Source: an optimization exercise on an open RTL-to-GDS flow (aim: small area, a short achievable clock period and few clock cycles per item). Production flows keep margins and buffers that such runs may drop. Only simulation tests tie the RTL to the original design; equivalence was not proved. No activity file was given, so power comes from the tool's default toggle rates.

== JK ==
==> flow/design.v <==
module sort#
  (
   parameter integer WIDTH = 16,
   parameter integer ADDRESS = 5
   )
   (
    input logic                  clk,
    input logic                  reset,
    output logic                 tready,
    input logic                  tvalid,
    input logic                  tlast,
    input logic [WIDTH - 1 : 0]  tdata,
    output logic [WIDTH - 1 : 0] odata,
    input logic                  oready,
    output logic                 ovalid,
    output logic                 olast
    );
   localparam integer N = 2**ADDRESS;
   function automatic logic le2(input logic [WIDTH-1:0] a, input logic [WIDTH-1:0] nb);
      logic [WIDTH-1:0] g, p;
      integer i, step;
      g = a & nb;
      p = a | nb;
      for (step = 1; step < WIDTH; step = step * 2) begin
         for (i = 0; i + step < WIDTH; i = i + 2 * step) begin
            g[i + 2*step - 1] = g[i + 2*step - 1] | (p[i + 2*step - 1] & g[i + step - 1]);
            p[i + 2*step - 1] = p[i + 2*step - 1] & p[i + step - 1];
         end
      end
      le2 = ~g[WIDTH-1];
   endfunction
   logic [WIDTH-1:0]   nxa, xs, xq, nxb;   
   logic               xav, xsv, xqv, xbv, xal, xsl, xql, xbl;
   logic [ADDRESS-1:0] bcnt;               
   logic               acc, in_last, ins, adv, pop, closing;
   assign tready  = ~xsv;
   assign acc     = tvalid & ~xsv;
   assign in_last = tlast | (bcnt == N-1);
   assign adv     = ~xbv | ins;            
   always @(posedge clk) begin
      if (reset) begin
         xav  <= 1'b0;
         xsv  <= 1'b0;
         xqv  <= 1'b0;
         xbv  <= 1'b0;
         bcnt <= '0;
      end
      else begin
         if (acc)
           bcnt <= in_last ? '0 : bcnt + 1'b1;
         if (~xav | adv) begin
            xav <= xsv | acc;
            xsv <= 1'b0;
         end
         else if (acc)
           xsv <= 1'b1;
         if (adv) begin
            xqv <= xav;
            xbv <= xqv;
         end
      end
   end
   always @(posedge clk) begin
      if (~xav | adv) begin
         nxa <= ~(xsv ? xs : tdata);
         xal <= xsv ? xsl : in_last;
      end
      if (acc) begin
         xs  <= tdata;
         xsl <= in_last;
      end
      if (adv) begin
         xq  <= ~nxa;
         xql <= xal;
         nxb <= ~xq;
         xbl <= xql;
      end
   end
   logic [WIDTH-1:0] v [0:N];          
   logic [N:0]       ls;               
   logic [N:0]       c;                
   logic [N:0]       val, cl;          
   logic [N:0]       eqc;              
   logic [ADDRESS:0] cnt, ncl;
   logic             hv;               
   logic             full, ins_n;
   logic [N:0]       raw;
   logic [N:0]       pc;               
   logic             ppop, pins;       
   logic             pcab;             
   logic             qcab;             
   logic [N:0]       c1;               
   logic [N:0]       rawb, csrc;
   logic             chere;
   assign v[N]   = '0;
   assign ls[N]  = 1'b0;
   assign c[N]   = 1'b0;
   assign rawb[N] = 1'b0;
   assign raw[N] = 1'b0;
   assign pc[N]  = 1'b0;
   assign c1[N]  = 1'b0;
   assign ovalid  = hv;
   assign odata   = v[0];
   assign olast   = ls[0];
   assign pop     = hv & oready;
   assign full    = cnt[ADDRESS];
   assign ins_n   = xbv & ~full;       
   assign ins     = pop ? xbv : ins_n;
   assign closing = ins & xbl;
   assign chere   = xbl | qcab;
   assign csrc    = ~adv ? c : closing ? val : rawb;
   always @(posedge clk) begin
      if (reset) begin
         cnt  <= '0;
         ncl  <= '0;
         hv   <= 1'b0;
         ppop <= 1'b0;
         pins <= 1'b0;
      end
      else begin
         cnt  <= cnt + ins - pop;
         ppop <= pop;
         pins <= ins;
         if (closing) begin
            ncl <= cnt + 1'b1 - pop;
            hv  <= 1'b1;
         end
         else begin
            ncl <= ncl - pop;
            hv  <= (ncl != 1) | ~pop;
            if (ncl == 0)
              hv <= 1'b0;
         end
      end
   end
   always @(posedge clk) begin
      pc[N-1:0] <= c[N-1:0];
      if (adv) begin
         pcab <= le2(~nxb, nxa);
         qcab <= le2(xq, nxa);
      end
   end
   genvar k;
   generate
      for (k = 0; k <= N; k = k + 1) begin : g_flags
         assign val[k] = (k < cnt);
         assign cl[k]  = (k < ncl);
         assign eqc[k] = (k == cnt);
      end
   endgenerate
   generate
      for (k = 0; k < N; k = k + 1) begin : g_cell
         logic sd, sk, sm, here;       
         logic psd, psk, psm, phere;   
         logic cm, pcm, c1m, csrcm;
         logic [WIDTH-1:0] vm;
         if (k == 0) begin : g_first
            assign vm    = '0;
            assign cm    = 1'b1;
            assign pcm   = 1'b1;
            assign c1m   = 1'b0;
            assign csrcm = 1'b0;
         end
         else begin : g_rest
            assign vm    = v[k-1];
            assign cm    = c[k-1];
            assign pcm   = pc[k-1];
            assign c1m   = raw[k-1];
            assign csrcm = csrc[k-1];
         end
         assign sd   = pop & (~xbv | c[k+1]);
         assign sk   = pop ? (xbv & ~c[k]) : (~ins_n | c[k]);
         assign sm   = ~pop & ins_n & ~cm;
         assign here = pop ? (xbv & ~c[k+1] & c[k]) : (ins_n & ~c[k] & cm);
         assign psd   = ppop & (~pins | pc[k+1]);
         assign psk   = ppop ? (pins & ~pc[k]) : (~pins | pc[k]);
         assign psm   = ~ppop & pins & ~pcm;
         assign phere = ppop ? (pins & ~pc[k+1] & pc[k]) : (pins & ~pc[k] & pcm);
         assign c1[k]   = (psd & raw[k+1]) | (psk & raw[k]) | (psm & c1m) | (phere & pcab);
         assign rawb[k] = cl[k] | (val[k] & c1[k]);
         always @(posedge clk) begin
            v[k] <= ~(~(({WIDTH{sd}} & v[k+1]) | ({WIDTH{sk}} & v[k]) | ({WIDTH{sm}} & vm)) &
                      ({WIDTH{~here}} | nxb));
            c[k] <= (sd & csrc[k+1]) | (sk & csrc[k]) | (sm & csrcm) | (here & chere);
            raw[k] <= adv ? le2(v[k], nxa) : c1[k];
         end
         always @(posedge clk) begin
            if (reset)
              ls[k] <= 1'b0;
            else
              ls[k] <= (pop ? ls[k+1] : ls[k]) | (closing & (pop ? eqc[k+1] : eqc[k]));
         end
      end
   endgenerate
endmodule
Settings: LEC_CHECK=0, CAP_MARGIN=20, CORE_MARGIN=2, CORE_UTILIZATION=60, CTS_BUF_LIST=sky130_fd_sc_hd__clkbuf_8, CTS_CLUSTER_DIAMETER=50, CTS_CLUSTER_SIZE=20, SETUP_SLACK_MARGIN=3.0, SLEW_MARGIN=20; clock period 5.5 ns.
run.sh (not shown) runs the stock make flow with config.mk's settings and CLKGATE_MAP_FILE= SYNTH_SCRIPT=/design/flow/synth_recipe.tcl, a recipe that flattens the netlist after the stock synthesis.
Testbench counts of JK, summed over its fixed seeds: cycles 4,760, items 4,480.
[inputs] MS vs JK
Settings: CTS_CLUSTER_DIAMETER: 50 -> 60; CTS_CLUSTER_SIZE: 20 -> 30; CORE_UTILIZATION: 60 -> 65; CTS_BUF_LIST: sky130_fd_sc_hd__clkbuf_8 -> sky130_fd_sc_hd__clkbuf_16.
### Flow results
MS: no failed stages, no open violations at the end. MS vs. JK: switching component of the power went down about 0.6%, via count went up 138, number of antenna violations at the first check in global routing went down 2, design area went down about 1.4%. The final reports for MS and JK show number of buffers and inverters on the critical path lower in the former. As far as area used by multi-input combinational logic is concerned, JK and MS perform about the same.
Edits applied to the flow inputs when going from MS to AL:
Settings: a change of CORE_UTILIZATION from 65 to 60.
==> summary.txt <==
Looking at critical path depth across AL and MS, the one that comes out higher is MS. Looking at total internal power, AL sits about 1.1% higher than MS does. NOTE via count MS->AL decreased slightly. Minimum setup slack in the final design delta (AL − MS): favourable. AL vs. MS: synthesis-to-layout area growth increased 1.5 points, standard-cell row count grew by about 3.4%. The lower met2 wire length of AL and MS is in MS. Final worst-path cycle share (AL over MS): decrease, 1.3 points.

## port drivers added, routing unchanged
How much do the figures lean on ideal ports? The routed layouts below were timed once more, with nothing changed but the port constraints. Step 1, drivers: a clkbuf_16 drives clk and a buf_2 each remaining input, both assumed. Step 2 times the ports against the registers' clock, not the clock port: input delays grow and output delays shrink by t, the midpoint of the rising clock arrivals with the driver on. Three values: no drivers, after step 1, after step 2; two values: the first two.
run | shift t [ns] | slack for setup (ns) | worst setup path after step 2 | latest minus earliest clock arrival (ns)
JK | 0.778 | 2.991 / 2.951 / 2.242 | input to register | 0.061 / 0.061
MS | 0.706 | 2.943 / 2.943 / 2.393 | input to register | 0.026 / 0.026
AL | 0.704 | 3.015 / 2.944 / 2.361 | input to register | 0.033 / 0.033
After both steps every run listed still meets setup and hold. The setup slack of JK, which loses most, moves by -0.040 ns with the drivers and by -0.749 ns with both steps.
